From an optimization exercise on the open Yosys and OpenROAD flow, aimed at a short achievable clock period and few clock cycles; shortcuts taken in it are not production practice.
The RTL was checked by simulation tests, not by an equivalence proof against the original design.
No driver is modelled on the clock port, so clock power and skew are understated where the tree is cut down; a real chip needs a root buffer or a tree.
No activity file was given, so power comes from the tool's default toggle rates.

Setup of run A:
// day4_top
module day4_top( clk, rst, rom_addr, rom_data, sum_overlap, sum_contain, done );
Size: roughly 640 cells after synthesis, roughly 170 flip-flops, about 57 I/O pins, ~6400 sq um of cells after synthesis.
Settings: LEC_CHECK=0, CAP_MARGIN=20, CORE_MARGIN=2, CORE_UTILIZATION=40, SLEW_MARGIN=20; clock period 4.0 ns.
run.sh (not shown) runs the stock make flow with config.mk's settings and CLKGATE_MAP_FILE= SYNTH_SCRIPT=/design/flow/synth_recipe.tcl, a recipe that flattens the netlist after the stock synthesis.
Testbench counts of run A, summed over its fixed seeds: cycles 23,939.
Modified inputs, run B compared to run A
- SETUP_SLACK_MARGIN now 2.2, previously not set
- ABC_CLOCK_PERIOD_IN_PS now 1500, previously not set
- TNS_END_PERCENT now 100, previously not set
- CORE_UTILIZATION now 60, was 40
- PLACE_DENSITY now 0.7, previously not set
## What came out
Internal cell power (run B vs. run A) increases slightly
a2111oi_2 as the critical-path cell with the highest stage delay was reported by run A, and or3_4 by run B.
When the final numbers for run B and run A were put side by side, the critical path depth in cells turned out to be greater in run B.
Wire length of the first global-routing pass in run B is about 14% above run A.
Sort run B and run A by total of fill cells in the finished design, ascending, and run B comes first.
Taking run A as the reference, in run B register share of the cell area fell 3.2 points, minimum period implied by the final worst setup slack shrank by 0.33 ns, power per cell area dropped about 6.5%, maximum clock frequency has increased.
Sequential share of power in run B is 1.8 points below run A.
Worst setup slack: run B vs run A up 0.33 ns
Compared run A against run B; count of final max-slew check failures within noise.
What run C does differently from run B at the input level:
- swapping 60 for 40 in CORE_UTILIZATION
- swapping 2.2 for 2.5 in SETUP_SLACK_MARGIN
- clearing PLACE_DENSITY, which used to be 0.7
### Flow results
- Run C vs. run B: critical path depth in cells saw a decrease; global-route usage has decreased.
- The signed area change from the synthesized netlist to the final layout of run C exceeds that of run B by 5.0 points.
- Re sink count of the clock tree: no difference whatsoever between run C and run B.
- Wire: run C routes less than run B

* * *

Another version of the RTL of day4_top (not shown whole).
For scale: ~680 cells after synthesis, ~250 flip-flops, about 57 I/O pins, ~7800 sq um of cells after synthesis.
clock: 4.0 ns
lec_check: 0
abc_clock_period_in_ps: 1500
cap_margin: 20
core_margin: 2
core_utilization: 60
place_density: 0.7
setup_slack_margin: 2.4
slew_margin: 20
tns_end_percent: 100
post_cts_tcl: /design/flow/flow/clocktree.tcl
standard.sh (not shown) runs the stock make flow with config.mk's settings and CLKGATE_MAP_FILE= SYNTH_SCRIPT=/design/flow/synth_recipe.tcl, a recipe that flattens the netlist after the stock synthesis.
==> flow/flow/run.sh <==
#!/bin/bash
# The standard layout, with the clock tree that ORFS's CTS builds replaced
# by a two-level one (flow/clocktree.tcl, run as ORFS's POST_CTS_TCL hook).
set -euo pipefail
here=$(pwd)
echo "export POST_CTS_TCL = $here/flow/clocktree.tcl" >> config.mk
bash standard.sh finish > standard_make.log 2>&1
==> flow/flow/clocktree.tcl <==
# Rebuild the clock tree with two levels of buffers: the clock port drives
# four clkbuf_16 buffers, one per quadrant of the registers' placement, and
# each of those drives LEAVES clkbuf_16 buffers, each driving the registers
# of one part of its quadrant (split at the median along the wider side).
# Run as POST_CTS_TCL, after ORFS's CTS.
set ::block [ord::get_db_block]
set db [ord::get_db]
set clk_net [$::block findNet clk]
set bufm [$db findMaster sky130_fd_sc_hd__clkbuf_16]

# all clock sinks (register clock pins) reached from the clock port
set ::sinks {}
set ::cts_bufs {}
proc walk {net} {
  foreach it [$net getITerms] {
    set inst [$it getInst]
    if {[$it getIoType] != "INPUT"} { continue }
    set m [[$inst getMaster] getName]
    if {[string match "sky130_fd_sc_hd__clkbuf_*" $m] || [string match "sky130_fd_sc_hd__clkinv*" $m] || [string match "sky130_fd_sc_hd__buf_*" $m]} {
      lappend ::cts_bufs $inst
      foreach o [$inst getITerms] {
        if {[$o getIoType] == "OUTPUT" && [$o getNet] != "NULL"} { walk [$o getNet] }
      }
    } else {
      lappend ::sinks $it
    }
  }
}
walk $clk_net
puts "clocktree: [llength $::sinks] sinks, [llength $::cts_bufs] old buffers"


if {![info exists ::env(CT_LEAVES)]} { set ::env(CT_LEAVES) 3 }
set leaves_per_root $::env(CT_LEAVES)

# sink positions
set ::pos [dict create]
foreach it $::sinks {
  set b [[$it getInst] getBBox]
  dict set ::pos $it [list [expr {([$b xMin] + [$b xMax]) / 2}] [expr {([$b yMin] + [$b yMax]) / 2}]]
}
proc ctr {items} {
  set sx 0; set sy 0
  foreach it $items { lassign [dict get $::pos $it] x y; incr sx $x; incr sy $y }
  set n [llength $items]
  return [list [expr {$sx / $n}] [expr {$sy / $n}]]
}
# split items into n parts of near-equal size, cutting across the wider side
proc bisect {items n} {
  if {$n <= 1 || [llength $items] < 2} { return [list $items] }
  set xs {}; set ys {}
  foreach it $items { lassign [dict get $::pos $it] x y; lappend xs $x; lappend ys $y }
  set xs [lsort -integer $xs]; set ys [lsort -integer $ys]
  set wx [expr {[lindex $xs end] - [lindex $xs 0]}]
  set wy [expr {[lindex $ys end] - [lindex $ys 0]}]
  set k [expr {$wx >= $wy ? 0 : 1}]
  set sorted [lsort -integer -index 1 [lmap it $items {list $it [lindex [dict get $::pos $it] $k]}]]
  set n1 [expr {$n / 2}]
  set cut [expr {[llength $items] * $n1 / $n}]
  set a [lmap p [lrange $sorted 0 [expr {$cut - 1}]] {lindex $p 0}]
  set b [lmap p [lrange $sorted $cut end] {lindex $p 0}]
  return [concat [bisect $a $n1] [bisect $b [expr {$n - $n1}]]]
}
proc place_buf {name master x y} {
  set inst [odb::dbInst_create $::block $master $name]
  $inst setLocation [expr {$x - [$master getWidth] / 2}] [expr {$y - [$master getHeight] / 2}]
  $inst setPlacementStatus PLACED
  return $inst
}
# drop the old tree
set old_nets {}
foreach inst $::cts_bufs {
  foreach o [$inst getITerms] {
    if {[$o getIoType] == "OUTPUT" && [$o getNet] != "NULL"} { lappend old_nets [$o getNet] }
  }
}
foreach it $::sinks { $it disconnect }
foreach inst $::cts_bufs { odb::dbInst_destroy $inst }
foreach n [lsort -unique $old_nets] {
  if {[llength [$n getITerms]] == 0 && [llength [$n getBTerms]] == 0} { odb::dbNet_destroy $n }
}


set roots [bisect $::sinks 4]
set r 0
foreach rg $roots {
  set rnet [odb::dbNet_create $::block "clknet_r$r"]
  $rnet setSigType CLOCK
  set l 0
  set lcs {}
  foreach lg [bisect $rg $leaves_per_root] {
    set lnet [odb::dbNet_create $::block "clknet_r${r}_l$l"]
    $lnet setSigType CLOCK
    lassign [ctr $lg] cx cy
    lappend lcs [list $cx $cy]
    set inst [place_buf "clkbuf_r${r}_l$l" $bufm $cx $cy]
    [$inst findITerm A] connect $rnet
    [$inst findITerm X] connect $lnet
    foreach it $lg { $it connect $lnet }
    puts "clocktree: root $r leaf $l: [llength $lg] sinks at [expr {$cx / 1000.0}] [expr {$cy / 1000.0}]"
    incr l
  }
  set sx 0; set sy 0
  foreach c $lcs { incr sx [lindex $c 0]; incr sy [lindex $c 1] }
  set inst [place_buf "clkbuf_r$r" $bufm [expr {$sx / [llength $lcs]}] [expr {$sy / [llength $lcs]}]]
  [$inst findITerm A] connect $clk_net
  [$inst findITerm X] connect $rnet
  incr r
}

detailed_placement
estimate_parasitics -placement
repair_timing_helper
detailed_placement
check_placement -verbose
The baseline completed with no timing, DRC or antenna violations.
Testbench counts at the start, summed over its fixed seeds: cycles 23,731.
==> next run, changes <==
--- a/flow/flow/clocktree.tcl
+++ b/flow/flow/clocktree.tcl
@@ -4,13 +4,14 @@
 # of one part of its quadrant (split at the median along the wider side).
 # Run as POST_CTS_TCL, after ORFS's CTS.
-set ::block [ord::get_db_block]
+set block [ord::get_db_block]
 set db [ord::get_db]
-set clk_net [$::block findNet clk]
+set clk_net [$block findNet clk]
 set bufm [$db findMaster sky130_fd_sc_hd__clkbuf_16]
 
 # all clock sinks (register clock pins) reached from the clock port
-set ::sinks {}
-set ::cts_bufs {}
+set sinks {}
+set cts_bufs {}
 proc walk {net} {
+  global sinks cts_bufs
   foreach it [$net getITerms] {
     set inst [$it getInst]
@@ -18,15 +19,15 @@
     set m [[$inst getMaster] getName]
     if {[string match "sky130_fd_sc_hd__clkbuf_*" $m] || [string match "sky130_fd_sc_hd__clkinv*" $m] || [string match "sky130_fd_sc_hd__buf_*" $m]} {
-      lappend ::cts_bufs $inst
+      lappend cts_bufs $inst
       foreach o [$inst getITerms] {
         if {[$o getIoType] == "OUTPUT" && [$o getNet] != "NULL"} { walk [$o getNet] }
       }
     } else {
-      lappend ::sinks $it
+      lappend sinks $it
     }
   }
 }
 walk $clk_net
-puts "clocktree: [llength $::sinks] sinks, [llength $::cts_bufs] old buffers"
+puts "clocktree: [llength $sinks] sinks, [llength $cts_bufs] old buffers"
 
 
@@ -35,12 +36,13 @@
 
 # sink positions
-set ::pos [dict create]
-foreach it $::sinks {
+set pos [dict create]
+foreach it $sinks {
   set b [[$it getInst] getBBox]
-  dict set ::pos $it [list [expr {([$b xMin] + [$b xMax]) / 2}] [expr {([$b yMin] + [$b yMax]) / 2}]]
+  dict set pos $it [list [expr {([$b xMin] + [$b xMax]) / 2}] [expr {([$b yMin] + [$b yMax]) / 2}]]
 }
 proc ctr {items} {
+  global pos
   set sx 0; set sy 0
-  foreach it $items { lassign [dict get $::pos $it] x y; incr sx $x; incr sy $y }
+  foreach it $items { lassign [dict get $pos $it] x y; incr sx $x; incr sy $y }
   set n [llength $items]
   return [list [expr {$sx / $n}] [expr {$sy / $n}]]
@@ -48,12 +50,13 @@
 # split items into n parts of near-equal size, cutting across the wider side
 proc bisect {items n} {
+  global pos
   if {$n <= 1 || [llength $items] < 2} { return [list $items] }
   set xs {}; set ys {}
-  foreach it $items { lassign [dict get $::pos $it] x y; lappend xs $x; lappend ys $y }
+  foreach it $items { lassign [dict get $pos $it] x y; lappend xs $x; lappend ys $y }
   set xs [lsort -integer $xs]; set ys [lsort -integer $ys]
   set wx [expr {[lindex $xs end] - [lindex $xs 0]}]
   set wy [expr {[lindex $ys end] - [lindex $ys 0]}]
   set k [expr {$wx >= $wy ? 0 : 1}]
-  set sorted [lsort -integer -index 1 [lmap it $items {list $it [lindex [dict get $::pos $it] $k]}]]
+  set sorted [lsort -integer -index 1 [lmap it $items {list $it [lindex [dict get $pos $it] $k]}]]
   set n1 [expr {$n / 2}]
   set cut [expr {[llength $items] * $n1 / $n}]
@@ -63,5 +66,6 @@
 }
 proc place_buf {name master x y} {
-  set inst [odb::dbInst_create $::block $master $name]
+  global block
+  set inst [odb::dbInst_create $block $master $name]
   $inst setLocation [expr {$x - [$master getWidth] / 2}] [expr {$y - [$master getHeight] / 2}]
   $inst setPlacementStatus PLACED
@@ -70,11 +74,11 @@
 # drop the old tree
 set old_nets {}
-foreach inst $::cts_bufs {
+foreach inst $cts_bufs {
   foreach o [$inst getITerms] {
     if {[$o getIoType] == "OUTPUT" && [$o getNet] != "NULL"} { lappend old_nets [$o getNet] }
   }
 }
-foreach it $::sinks { $it disconnect }
-foreach inst $::cts_bufs { odb::dbInst_destroy $inst }
+foreach it $sinks { $it disconnect }
+foreach inst $cts_bufs { odb::dbInst_destroy $inst }
 foreach n [lsort -unique $old_nets] {
   if {[llength [$n getITerms]] == 0 && [llength [$n getBTerms]] == 0} { odb::dbNet_destroy $n }
@@ -82,13 +86,13 @@
 
 
-set roots [bisect $::sinks 4]
+set roots [bisect $sinks 4]
 set r 0
 foreach rg $roots {
-  set rnet [odb::dbNet_create $::block "clknet_r$r"]
+  set rnet [odb::dbNet_create $block "clknet_r$r"]
   $rnet setSigType CLOCK
   set l 0
   set lcs {}
   foreach lg [bisect $rg $leaves_per_root] {
-    set lnet [odb::dbNet_create $::block "clknet_r${r}_l$l"]
+    set lnet [odb::dbNet_create $block "clknet_r${r}_l$l"]
     $lnet setSigType CLOCK
     lassign [ctr $lg] cx cy
Now the flow died in clock tree synthesis.
Synthesized cell count is unchanged.
Area after synthesis does not change.
==> next run, changes <==
--- a/flow/flow/clocktree.tcl
+++ b/flow/flow/clocktree.tcl
@@ -4,14 +4,13 @@
 # of one part of its quadrant (split at the median along the wider side).
 # Run as POST_CTS_TCL, after ORFS's CTS.
-set block [ord::get_db_block]
+set ::block [ord::get_db_block]
 set db [ord::get_db]
-set clk_net [$block findNet clk]
+set clk_net [$::block findNet clk]
 set bufm [$db findMaster sky130_fd_sc_hd__clkbuf_16]
 
 # all clock sinks (register clock pins) reached from the clock port
-set sinks {}
-set cts_bufs {}
+set ::sinks {}
+set ::cts_bufs {}
 proc walk {net} {
-  global sinks cts_bufs
   foreach it [$net getITerms] {
     set inst [$it getInst]
@@ -19,15 +18,15 @@
     set m [[$inst getMaster] getName]
     if {[string match "sky130_fd_sc_hd__clkbuf_*" $m] || [string match "sky130_fd_sc_hd__clkinv*" $m] || [string match "sky130_fd_sc_hd__buf_*" $m]} {
-      lappend cts_bufs $inst
+      lappend ::cts_bufs $inst
       foreach o [$inst getITerms] {
         if {[$o getIoType] == "OUTPUT" && [$o getNet] != "NULL"} { walk [$o getNet] }
       }
     } else {
-      lappend sinks $it
+      lappend ::sinks $it
     }
   }
 }
 walk $clk_net
-puts "clocktree: [llength $sinks] sinks, [llength $cts_bufs] old buffers"
+puts "clocktree: [llength $::sinks] sinks, [llength $::cts_bufs] old buffers"
 
 
@@ -36,13 +35,12 @@
 
 # sink positions
-set pos [dict create]
-foreach it $sinks {
+set ::pos [dict create]
+foreach it $::sinks {
   set b [[$it getInst] getBBox]
-  dict set pos $it [list [expr {([$b xMin] + [$b xMax]) / 2}] [expr {([$b yMin] + [$b yMax]) / 2}]]
+  dict set ::pos $it [list [expr {([$b xMin] + [$b xMax]) / 2}] [expr {([$b yMin] + [$b yMax]) / 2}]]
 }
 proc ctr {items} {
-  global pos
   set sx 0; set sy 0
-  foreach it $items { lassign [dict get $pos $it] x y; incr sx $x; incr sy $y }
+  foreach it $items { lassign [dict get $::pos $it] x y; incr sx $x; incr sy $y }
   set n [llength $items]
   return [list [expr {$sx / $n}] [expr {$sy / $n}]]
@@ -50,13 +48,12 @@
 # split items into n parts of near-equal size, cutting across the wider side
 proc bisect {items n} {
-  global pos
   if {$n <= 1 || [llength $items] < 2} { return [list $items] }
   set xs {}; set ys {}
-  foreach it $items { lassign [dict get $pos $it] x y; lappend xs $x; lappend ys $y }
+  foreach it $items { lassign [dict get $::pos $it] x y; lappend xs $x; lappend ys $y }
   set xs [lsort -integer $xs]; set ys [lsort -integer $ys]
   set wx [expr {[lindex $xs end] - [lindex $xs 0]}]
   set wy [expr {[lindex $ys end] - [lindex $ys 0]}]
   set k [expr {$wx >= $wy ? 0 : 1}]
-  set sorted [lsort -integer -index 1 [lmap it $items {list $it [lindex [dict get $pos $it] $k]}]]
+  set sorted [lsort -integer -index 1 [lmap it $items {list $it [lindex [dict get $::pos $it] $k]}]]
   set n1 [expr {$n / 2}]
   set cut [expr {[llength $items] * $n1 / $n}]
@@ -66,6 +63,5 @@
 }
 proc place_buf {name master x y} {
-  global block
-  set inst [odb::dbInst_create $block $master $name]
+  set inst [odb::dbInst_create $::block $master $name]
   $inst setLocation [expr {$x - [$master getWidth] / 2}] [expr {$y - [$master getHeight] / 2}]
   $inst setPlacementStatus PLACED
@@ -74,11 +70,11 @@
 # drop the old tree
 set old_nets {}
-foreach inst $cts_bufs {
+foreach inst $::cts_bufs {
   foreach o [$inst getITerms] {
     if {[$o getIoType] == "OUTPUT" && [$o getNet] != "NULL"} { lappend old_nets [$o getNet] }
   }
 }
-foreach it $sinks { $it disconnect }
-foreach inst $cts_bufs { odb::dbInst_destroy $inst }
+foreach it $::sinks { $it disconnect }
+foreach inst $::cts_bufs { odb::dbInst_destroy $inst }
 foreach n [lsort -unique $old_nets] {
   if {[llength [$n getITerms]] == 0 && [llength [$n getBTerms]] == 0} { odb::dbNet_destroy $n }
@@ -86,13 +82,13 @@
 
 
-set roots [bisect $sinks 4]
+set roots [bisect $::sinks 4]
 set r 0
 foreach rg $roots {
-  set rnet [odb::dbNet_create $block "clknet_r$r"]
+  set rnet [odb::dbNet_create $::block "clknet_r$r"]
   $rnet setSigType CLOCK
   set l 0
   set lcs {}
   foreach lg [bisect $rg $leaves_per_root] {
-    set lnet [odb::dbNet_create $block "clknet_r${r}_l$l"]
+    set lnet [odb::dbNet_create $::block "clknet_r${r}_l$l"]
     $lnet setSigType CLOCK
     lassign [ctr $lg] cx cy
SETUP_SLACK_MARGIN = 2.9   (was 2.4)
Now the flow passed the timing, design-rule and antenna checks.
Synthesized area does not change.
Synthesized cell count does not change.
==> next run, changes <==
--- a/flow/flow/clocktree.tcl
+++ b/flow/flow/clocktree.tcl
@@ -1,11 +1,14 @@
-# Rebuild the clock tree with two levels of buffers: the clock port drives
-# four clkbuf_16 buffers, one per quadrant of the registers' placement, and
-# each of those drives LEAVES clkbuf_16 buffers, each driving the registers
-# of one part of its quadrant (split at the median along the wider side).
-# Run as POST_CTS_TCL, after ORFS's CTS.
+# Rebuild the clock tree with two levels of inverters: the clock port drives
+# four clkinv_16, one per quadrant of the registers' placement, and each of
+# those drives CT_LEAVES clkinv_8, each driving the registers of one part of
+# its quadrant (split at the median along the wider side), so the registers
+# see the clock twice inverted. Run as POST_CTS_TCL, after ORFS's CTS.
 set ::block [ord::get_db_block]
 set db [ord::get_db]
 set clk_net [$::block findNet clk]
-set bufm [$db findMaster sky130_fd_sc_hd__clkbuf_16]
+if {![info exists ::env(CT_ROOT)]} { set ::env(CT_ROOT) sky130_fd_sc_hd__clkinv_16 }
+if {![info exists ::env(CT_LEAF)]} { set ::env(CT_LEAF) sky130_fd_sc_hd__clkinv_8 }
+set rootm [$db findMaster $::env(CT_ROOT)]
+set leafm [$db findMaster $::env(CT_LEAF)]
 
 # all clock sinks (register clock pins) reached from the clock port
@@ -17,5 +20,5 @@
     if {[$it getIoType] != "INPUT"} { continue }
     set m [[$inst getMaster] getName]
-    if {[string match "sky130_fd_sc_hd__clkbuf_*" $m] || [string match "sky130_fd_sc_hd__clkinv*" $m] || [string match "sky130_fd_sc_hd__buf_*" $m]} {
+    if {[string match "sky130_fd_sc_hd__clkbuf_*" $m] || [string match "sky130_fd_sc_hd__clkinv*" $m] || [string match "sky130_fd_sc_hd__buf_*" $m] || [string match "sky130_fd_sc_hd__inv_*" $m]} {
       lappend ::cts_bufs $inst
       foreach o [$inst getITerms] {
@@ -31,5 +34,5 @@
 
 
-if {![info exists ::env(CT_LEAVES)]} { set ::env(CT_LEAVES) 3 }
+if {![info exists ::env(CT_LEAVES)]} { set ::env(CT_LEAVES) 4 }
 set leaves_per_root $::env(CT_LEAVES)
 
@@ -61,4 +64,9 @@
   set b [lmap p [lrange $sorted $cut end] {lindex $p 0}]
   return [concat [bisect $a $n1] [bisect $b [expr {$n - $n1}]]]
+}
+proc outpin {master} {
+  foreach mt [$master getMTerms] {
+    if {[$mt getIoType] == "OUTPUT"} { return [$mt getName] }
+  }
 }
 proc place_buf {name master x y} {
@@ -94,7 +102,7 @@
     lassign [ctr $lg] cx cy
     lappend lcs [list $cx $cy]
-    set inst [place_buf "clkbuf_r${r}_l$l" $bufm $cx $cy]
+    set inst [place_buf "clkbuf_r${r}_l$l" $leafm $cx $cy]
     [$inst findITerm A] connect $rnet
-    [$inst findITerm X] connect $lnet
+    [$inst findITerm [outpin $leafm]] connect $lnet
     foreach it $lg { $it connect $lnet }
     puts "clocktree: root $r leaf $l: [llength $lg] sinks at [expr {$cx / 1000.0}] [expr {$cy / 1000.0}]"
@@ -103,7 +111,7 @@
   set sx 0; set sy 0
   foreach c $lcs { incr sx [lindex $c 0]; incr sy [lindex $c 1] }
-  set inst [place_buf "clkbuf_r$r" $bufm [expr {$sx / [llength $lcs]}] [expr {$sy / [llength $lcs]}]]
+  set inst [place_buf "clkbuf_r$r" $rootm [expr {$sx / [llength $lcs]}] [expr {$sy / [llength $lcs]}]]
   [$inst findITerm A] connect $clk_net
-  [$inst findITerm X] connect $rnet
+  [$inst findITerm [outpin $rootm]] connect $rnet
   incr r
 }
SETUP_SLACK_MARGIN = 2.4   (was 2.9)
The new run completed with no timing, DRC or antenna violations.
Power decreases by 8.9%.
Cell area decreases by 16%.
Flip-flop and latch count does not change.
Cell count decreases by 7.2%.
Worst setup slack gets worse by 0.099 ns.
In the first, third and fourth runs of this note the design's own scripts or RTL, not TritonCTS, make the clock network.

re-timing with driven ports:
The flow's constraints put no driver on any port. The routed layouts listed below were extracted and timed again, unchanged, in two steps. Step 1 sets driving cells, clkbuf_16 on the clock port and buf_2 on the other inputs (assumed; they add their load-dependent delay and slew). Step 2 moves the port delays by t, midway between the first and last clock arrival at a register: inputs arrive t later, outputs are due t later. That takes back most of the time a late clock gives input paths. Slacks: ideal / step 1 / step 2; pairs: ideal / step 1.
run	t, ns	slack for setup (ns)	worst hold slack (ns)
run A	0.461	1.427 / 1.427 / 1.427	0.353 / 0.353 / 0.353
run B	0.568	1.756 / 1.756 / 1.756	0.349 / 0.349 / 0.349
run C	0.468	1.734 / 1.734 / 1.734	0.349 / 0.349 / 0.349
the first run of note 2	0.375	2.435 / 2.355 / 2.112	0.323 / 0.323 / 0.323
the third run of note 2	0.382	2.375 / 2.283 / 2.116	0.326 / 0.326 / 0.326
the fourth run of note 2	0.358	2.276 / 2.227 / 2.079	0.323 / 0.323 / 0.323
After both steps every run listed still meets setup and hold. The setup slack of the first run of note 2, which loses most, moves by -0.080 ns with the drivers and by -0.323 ns with both steps.
